From an optimization exercise on the open Yosys and OpenROAD flow, aimed at small area; shortcuts taken in it are not production practice.
Only simulation tests tie the RTL to the original design; equivalence was not proved.
Power figures rest on the tool's default switching activity, not on a simulated workload.

$ cat flow/config.mk
export PLATFORM = sky130hd
export DESIGN_NAME = traffic_lights
export DESIGN_NICKNAME = traffic_lights
export VERILOG_FILES = /design/flow/design.v
export SDC_FILE = /design/flow/constraint.sdc
export NUM_CORES = 4
export LEC_CHECK = 0
export CAP_MARGIN = 20
export CORE_MARGIN = 2
export CORE_UTILIZATION = 40
export SLEW_MARGIN = 20
$ cat flow/constraint.sdc
create_clock -name core_clock -period 10.0 [get_ports {clk_i}]
set_input_delay 2.0000 -clock core_clock [delete_from_list [all_inputs] [get_ports {clk_i}]]
set_output_delay 2.0000 -clock core_clock [all_outputs]
set_load 0.01 [all_outputs]
$ cat flow/design.v
module traffic_lights #(
  parameter logic [15:0] BLINK_HALF_PERIOD   = 3,
  parameter logic [15:0] GREEN_BLINKS_NUM    = 4,
  parameter logic [15:0] RED_YELLOW_TIME     = 4,
  parameter logic [15:0] RED_TIME_DEFAULT    = 7,
  parameter logic [15:0] YELLOW_TIME_DEFAULT = 3,
  parameter logic [15:0] GREEN_TIME_DEFAULT  = 6,
  parameter int          DELIMITER           = 10
)(
  input               clk_i,
  input               srst_i,
  input        [2:0]  cmd_type_i,
  input               cmd_valid_i,
  input        [15:0] cmd_data_i,
  output logic        red_o,
  output logic        yellow_o,
  output logic        green_o
);
enum logic [2:0] {TURN_ON_CMD         = 3'd0,
                  TURN_OFF_CMD        = 3'd1,
                  SET_UNC_CMD         = 3'd2,
                  SET_GREEN_TIME_CMD  = 3'd3,
                  SET_RED_TIME_CMD    = 3'd4,
                  SET_YELLOW_TIME_CMD = 3'd5} cmd_type;
enum logic [4:0] {RED_S             = 5'b00_100,
                  RED_YELLOW_S      = 5'b00_110,
                  GREEN_S           = 5'b00_001,
                  GREEN_BLINK_OFF_S = 5'b10_000,
                  GREEN_BLINK_ON_S  = 5'b01_001,
                  YELLOW_S          = 5'b00_010,
                  TURN_OFF_S        = 5'b00_000,
                  UNC_ON_S          = 5'b01_010,
                  UNC_OFF_S         = 5'b11_000} state, next_state;
assign {red_o, yellow_o, green_o} = state[2:0];
localparam int WRK_W = $clog2(DELIMITER);
logic             wrk_en;
logic [WRK_W-1:0] wrk_cntr;
logic [15:0] cntr;
logic [15:0] unc_cntr;
logic [15:0] blink_cntr;
logic        cntr_done;
logic        blink_done;
logic [15:0] red_time;
logic [15:0] yellow_time;
logic [15:0] green_time;
logic [15:0] blink_num;
always_ff @( posedge clk_i )
  begin
    if( srst_i )
      begin
        wrk_cntr <= '0;
        wrk_en   <= '0;
      end
    else
      begin
        if( wrk_cntr < ( DELIMITER - 1 ) )
          begin
            wrk_en   <= '0;
            wrk_cntr <= wrk_cntr + 1'b1;
          end
        else
          begin
            wrk_en   <= '1;
            wrk_cntr <= '0;
          end
      end
  end
always_ff @( posedge clk_i )
  begin
    if( srst_i )
      begin
        state       <= RED_S;
        red_time    <= RED_TIME_DEFAULT;
        green_time  <= GREEN_TIME_DEFAULT;
        yellow_time <= YELLOW_TIME_DEFAULT;
        blink_num   <= GREEN_BLINKS_NUM;
      end
    else if( cmd_valid_i )
      begin
        state <= next_state;
        case( cmd_type_i )
          TURN_ON_CMD: begin
            if( ( state == TURN_OFF_S ) || ( state == UNC_ON_S ) || 
                ( state == UNC_OFF_S ) )
              begin
                state <= RED_S;
                if( state == TURN_OFF_S )
                  begin
                    red_time    <= RED_TIME_DEFAULT;
                    green_time  <= GREEN_TIME_DEFAULT;
                    yellow_time <= YELLOW_TIME_DEFAULT;
                  end
              end
          end
          TURN_OFF_CMD: begin
            state <= TURN_OFF_S;
          end
          SET_UNC_CMD: begin
            state <= UNC_ON_S;
          end
          SET_GREEN_TIME_CMD: begin
            green_time <= cmd_data_i;
          end
          SET_RED_TIME_CMD: begin
            red_time <= cmd_data_i;
          end
          SET_YELLOW_TIME_CMD: begin
            yellow_time <= cmd_data_i;
          end
        endcase
      end
    else if( wrk_en )
      state <= next_state;
  end
always_comb
  begin
    next_state = state;
    case( state )
      RED_S: begin
          next_state = ( cntr_done ) ? RED_YELLOW_S : RED_S;
      end
      RED_YELLOW_S: begin
        next_state = ( cntr_done ) ? GREEN_S : RED_YELLOW_S;
      end
      GREEN_S: begin
        next_state = ( cntr_done ) ? GREEN_BLINK_OFF_S : GREEN_S;
      end
      GREEN_BLINK_OFF_S: begin
        if( blink_done )
          next_state = YELLOW_S;
        else if( cntr_done )
          next_state = GREEN_BLINK_ON_S;
        else
          next_state = GREEN_BLINK_OFF_S;
      end
      GREEN_BLINK_ON_S: begin
        if( blink_done )
          next_state = YELLOW_S;
        else if( cntr_done )
          next_state = GREEN_BLINK_OFF_S;
        else
          next_state = GREEN_BLINK_ON_S;
      end
      YELLOW_S: begin
        next_state = ( cntr_done ) ? RED_S : YELLOW_S;
      end
      TURN_OFF_S: begin 
        next_state = TURN_OFF_S;
      end
      UNC_ON_S: begin        
        if( cntr_done )
          next_state = UNC_OFF_S;
        else
          next_state = UNC_ON_S;
      end
      UNC_OFF_S: begin
        if( cntr_done )
          next_state = UNC_ON_S;
        else
          next_state = UNC_OFF_S;
      end
      default: begin
        next_state = RED_S;
      end
    endcase
  end
always_ff @( posedge clk_i )  
  begin
    if( srst_i )
      begin
        blink_done <= '0;
        cntr_done  <= '0;
        blink_cntr <= '0;
        cntr       <= '0;
        unc_cntr   <= '0;
      end
    else if( wrk_en )
      begin : else_block
        unc_cntr <= '0;
        cntr     <= '0;
        case( state )
          RED_S: begin
            if( cntr < ( red_time - 1'b1 ) )
              begin
                cntr      <= cntr + 1'b1;
                cntr_done <= '0;
              end
            else
              begin                
                cntr      <= '0;
                cntr_done <= '1;
              end
          end
          RED_YELLOW_S: begin
            if( cntr < ( RED_YELLOW_TIME - 1'b1 ) )
              begin
                cntr      <= cntr + 1'b1;
                cntr_done <= '0;
              end
            else
              begin                
                cntr      <= '0;
                cntr_done <= '1;
              end
          end
          GREEN_S: begin
          if( cntr < ( green_time - 1'b1 ) )
              begin
                cntr      <= cntr + 1'b1;
                cntr_done <= '0;
              end
            else
              begin                
                cntr      <= '0;
                cntr_done <= '1;
              end
          end
          GREEN_BLINK_OFF_S: begin
          if( cntr < ( BLINK_HALF_PERIOD - 1'b1 ) )
              begin
                cntr       <= cntr + 1'b1;
                cntr_done  <= '0;   
                blink_done <= '0;
              end
            else
              begin
                cntr      <= '0;
                cntr_done <= '1;
                if( blink_cntr < ( blink_num - 1'b1 ) )
                  begin
                    blink_cntr <= blink_cntr + 1'b1;    
                    blink_done <= '0;
                  end
                else
                  begin
                    blink_cntr <= '0;
                    blink_done <= '1;
                  end
              end              
          end
          GREEN_BLINK_ON_S: begin
            if( cntr < ( BLINK_HALF_PERIOD - 1'b1 ) )
               begin
                cntr       <= cntr + 1'b1;
                cntr_done  <= '0;   
                blink_done <= '0;
              end
            else
              begin
                cntr      <= '0;
                cntr_done <= '1;
                if( blink_cntr < ( blink_num - 1'b1 ) )
                  begin
                    blink_cntr <= blink_cntr + 1'b1;    
                    blink_done <= '0;
                  end
                else
                  begin
                    blink_cntr <= '0;
                    blink_done <= '1;
                  end
              end 
          end
          YELLOW_S: begin
            if( cntr < ( yellow_time - 1'b1 ) )
              begin
                cntr      <= cntr + 1'b1;
                cntr_done <= '0;
              end
            else
              begin                
                cntr      <= '0;
                cntr_done <= '1;
              end
          end
          TURN_OFF_S: begin 
            blink_done <= '0;
            cntr_done  <= '0;
            blink_cntr <= '0;
            cntr       <= '0;
          end
          UNC_ON_S: begin
            if( unc_cntr < ( BLINK_HALF_PERIOD - 1'b1 ) )
              begin
                unc_cntr  <= unc_cntr + 1'b1;
                cntr_done <= '0;
              end
            else
              begin                
                unc_cntr  <= '0;
                cntr_done <= '1;
              end
          end
          UNC_OFF_S: begin
            if( unc_cntr < ( BLINK_HALF_PERIOD - 1'b1 ) )
              begin
                unc_cntr  <= unc_cntr + 1'b1;
                cntr_done <= '0;
              end
            else
              begin                
                unc_cntr  <= '0;
                cntr_done <= '1;
              end
          end
        endcase
      end : else_block
  end
endmodule 
$ cat flow/run.sh
#!/bin/bash
# synth_recipe.tcl (not shown) runs the flow's synth.tcl, then flattens the netlist and writes it again
# the make line also repeats each setting of config.mk as NAME=value (left out here)
make -C /OpenROAD-flow-scripts/flow DESIGN_CONFIG=/design/flow/config.mk WORK_HOME=/design/flow/orfs CLKGATE_MAP_FILE= SYNTH_SCRIPT=/design/flow/synth_recipe.tcl finish
==> run notes <==
## cells in the mapped netlist, drive strengths merged (6+ instances only)
| cell | n | area share (%) |
|---|---|---|
| nor2 | 111 | 6.4 |
| dfxtp | 108 | 33 |
| nand2 | 66 | 3.8 |
| ha | 53 | 10 |
| a21oi | 51 | 3.9 |
| nor3 | 41 | 3.2 |
| xor2 | 37 | 4.9 |
| xnor2 | 36 | 4.8 |
| nand3 | 34 | 2.6 |
| o21ai | 31 | 2.4 |
| a22oi | 29 | 3.3 |
| clkbuf | 25 | 1.5 |
| nand4 | 23 | 2.2 |
| nor4 | 20 | 2.0 |
| inv | 19 | 1.1 |
| nand2b | 15 | 1.4 |
| and3 | 11 | 1.0 |
| and2 | 10 | 0.95 |
| buf | 10 | 0.80 |
| nor3b | 8 | 0.99 |
| a211oi | 7 | 0.87 |
| a31oi | 6 | 0.57 |
| o21bai | 6 | 0.68 |
## cell families after synthesis
logic type               after synthesis  synth area share, %
AND/OR/NAND/NOR                      366                27.71
AO/OA/AOI/OAI                        162                16.05
flip-flops                           108                32.81
XOR/XNOR                              73                9.704
buffers and inverters                 54                3.342
adder cells (fa/ha/maj)               53                10.06
multiplexers                           2               0.3228
## registers in the layout, indices dropped and copies added (netlist names), 4 cells and up
register	count
green_time	16
unc_cntr	16
wrk_cntr	4
cntr	16
state	5
red_time	16
blink_cntr	16
yellow_time	16
## where the power goes
part           internal [µW]  total (µW)  switching, µW
sequential               435         444           9.06
clock                    171         344            172
combinational           30.4        72.6           42.3
## worst min-delay path, delay by kind of cell, from the launching register on
kind               cells  cell delay (ps)
AOI/OAI and AO/OA      1               50
DFF                    1              320
and+or+nand+nor        1               50
## metal layers
layer / wire (µm) / global-route usage [%]
met1: 8122 / 26.44
met2: 7121 / 29.50
met3: 509 / 2.999
met4: 330 / 6.631
met5: 0 / 0
## per-stage QoR
stage	worst slack [ps]	instance area [µm²]
after floorplan	6612	6589
after global placement	5661	6968
after detailed placement	5606	6968
after CTS	5884	7243
after global routing	5503	7243
final	5956	7243
## cell type report
type                       count  area, µm²
clock buffer                   9      225.2
multi-input combinational    656       4207
timing repair buffer          27      257.7
inverter                      19      71.32
sequential                   108       2162
clock inverter                 7      50.05
fill                        1667       8757
tap                          216      270.3
## cell usage in the layout, fill, tap and decap left out, types with 3 or more instances in the layout
cell type        instances
clkbuf_16                9
and3_1                  11
nor3b_1                  7
nor2b_1                  5
xor2_1                  37
a21oi_1                 50
nand4_1                 23
clkinv_2                 3
ha_1                    53
nand3b_1                 5
o22ai_1                  4
nand3_1                 34
nor3_1                  40
o211ai_1                 3
a31oi_1                  6
buf_4                    3
a21o_1                   5
xnor2_1                 36
a31o_2                   3
inv_6                    3
and2_1                  10
or4_1                    3
a221oi_1                 3
or3_1                    4
inv_1                   19
o21bai_1                 6
nor4_1                  19
a22oi_1                 29
o21ai_0                 31
nor2_1                 110
clkdlybuf4s50_1         23
nand2_1                 65
nand2b_1                15
dfxtp_1                108
a211oi_1                 6
## worst max path at each step
stage | to | slack [ps]
floorplan | cntr[10] | 6610
global placement | yellow_time[12] | 5660
detailed placement | yellow_time[12] | 5610
CTS | cntr[15] | 5880
global route | cntr[8] | 5500
finish | cntr[15] | 5960
==> summary.txt <==
power per cell area = 118.8 mW/mm²
RSZ-0062 raised after global routing = no
synthesized cell area = 0.006589 mm²
WHS = 468.8 ps
Post-CTS Resized = 0
chip height = 132.3 µm
Clock Tree Root = clkbuf_16
ANT cells = 0
asr flop ratio synth = 0%
critical path class = reg2reg
ANT nets after route = 0
total number of yosys warnings = 1
gr ovfl total = 0
Port-buffer cells = 24
gpl congestion = 0.8243
Worst-path clk slew = 70 ps
initial antenna violation count = 0
Register-to-Register Path Depth = 12
first-pass detailed-route iteration total = 5
DIE AREA = 0.01752 mm²
Slew @ Worst Pin = 1033 ps
sequential fraction of the synthesis area = 32.81%
Req. time, crit path = 10,200 ps
Routed wire per std cell = 15.43 µm
Hold-fix buffers, CTS = 0
min-delay src = red_time[5]
DP Wirelength = 11.74 mm
Sink Count = 108
worst-path cell chain = nor4_1, nand2_1, or4_1, nor4_1, xnor2_1, ha_1, nand4_1, nor3_1, a221oi_1, a31o_2, a2111oi_4, nor3_1
Initial Utilization = 41.18%
H-tree depth = 3
Crit path max-delay family = simple AND/OR/NAND/NOR gates
setup slack, reg-to-reg = 5960 ps
die width = 132.3 µm
final hold vios = 0
total vias in the final route = 5,707
crit path from = yellow_time[2]
fmax = 247.3 MHz
IO Pins = 25
final setup TNS = 0 ps
Total GRT Usage = 18.90%
critical path peak fanout = 14
slew margin rel. = 30.86%
Layout Skew = 7.842 ps
min cycle time layout = 4044 ps
#FFs+latches synth = 108
Starting DRT DRC Count = 344
end of the worst hold path = red_time[5]
core footprint = 0.01600 mm²
Synth Net Count = 893
Tightest Hold Check Type = reg2reg
Syn Area/Cell = 8.055 µm²
reg-to-reg endpoint = cntr[15]
Final period util = 40.44%
Non-Filler Instances = 1,042
CP max stage cell = a2111oi_4
Via density = 5.477
max-cap violations = 0
Reg-to-Reg Start = yellow_time[2]
clock buffer depth = 2
# rows = 46
layout cell share with drive strength beyond 1 = 4.600%
main flop type after synthesis = dfxtp_1
first-pass GRT wire length = 27.12 mm
vias in the first global route = 5,471
Final nets = 896
CTS Buf Count = 9
Post-Place Cells = 1,026
CP Data Arrival Time = 4250 ps
Synth cell types = 62
final setup vio count = 0
Critical Path Stages = 12
Startpoint Class = register
leak pwr = 0.002713 µW
DRC Markers = 0
Min-Delay Path Depth = 2
number of synthesized flops with an enable pin = 0
TritonCTS clock tree = built
Layout area overhead = 9.932%
clk latency of the worst-skew pair = 360 ps
status = complete, no violations
Slew Viols, Final = 0
Worst setup EP type = register
postcts setup bufs = 0
final core utilization = 45.27%
peak supply drop = 0.00008723 V
Crit path largest cell delay = 820 ps
CP Buf/Inv Count = 0
Cells after Synth = 818
routed wire length = 16.08 mm
largest net degree at the start of global routing = 83
Tot Pwr = 860.5 µW

-- what the ideal ports hide --
The results above use ideal ports. As a check the final layout listed here was re-extracted and re-timed, cells and wires unchanged.
Step 1, drivers: a clkbuf_16 drives clk_i and a buf_2 each remaining input, both assumed.
Step 2 times the ports against the registers' clock, not the clock port: input delays grow and output delays shrink by t, the midpoint of the rising clock arrivals with the driver on.
a / b / c = no drivers / after step 1 / after step 2; a / b = the first two.
t (ns): 0.396
setup WS [ns]: 5.956 / 5.956 / 5.570
hold WS [ns]: 0.469 / 0.469 / 0.469
After both steps this run still meets setup and hold. For this run, drivers alone change the setup slack by 0.000 ns; drivers and shift together by -0.386 ns.
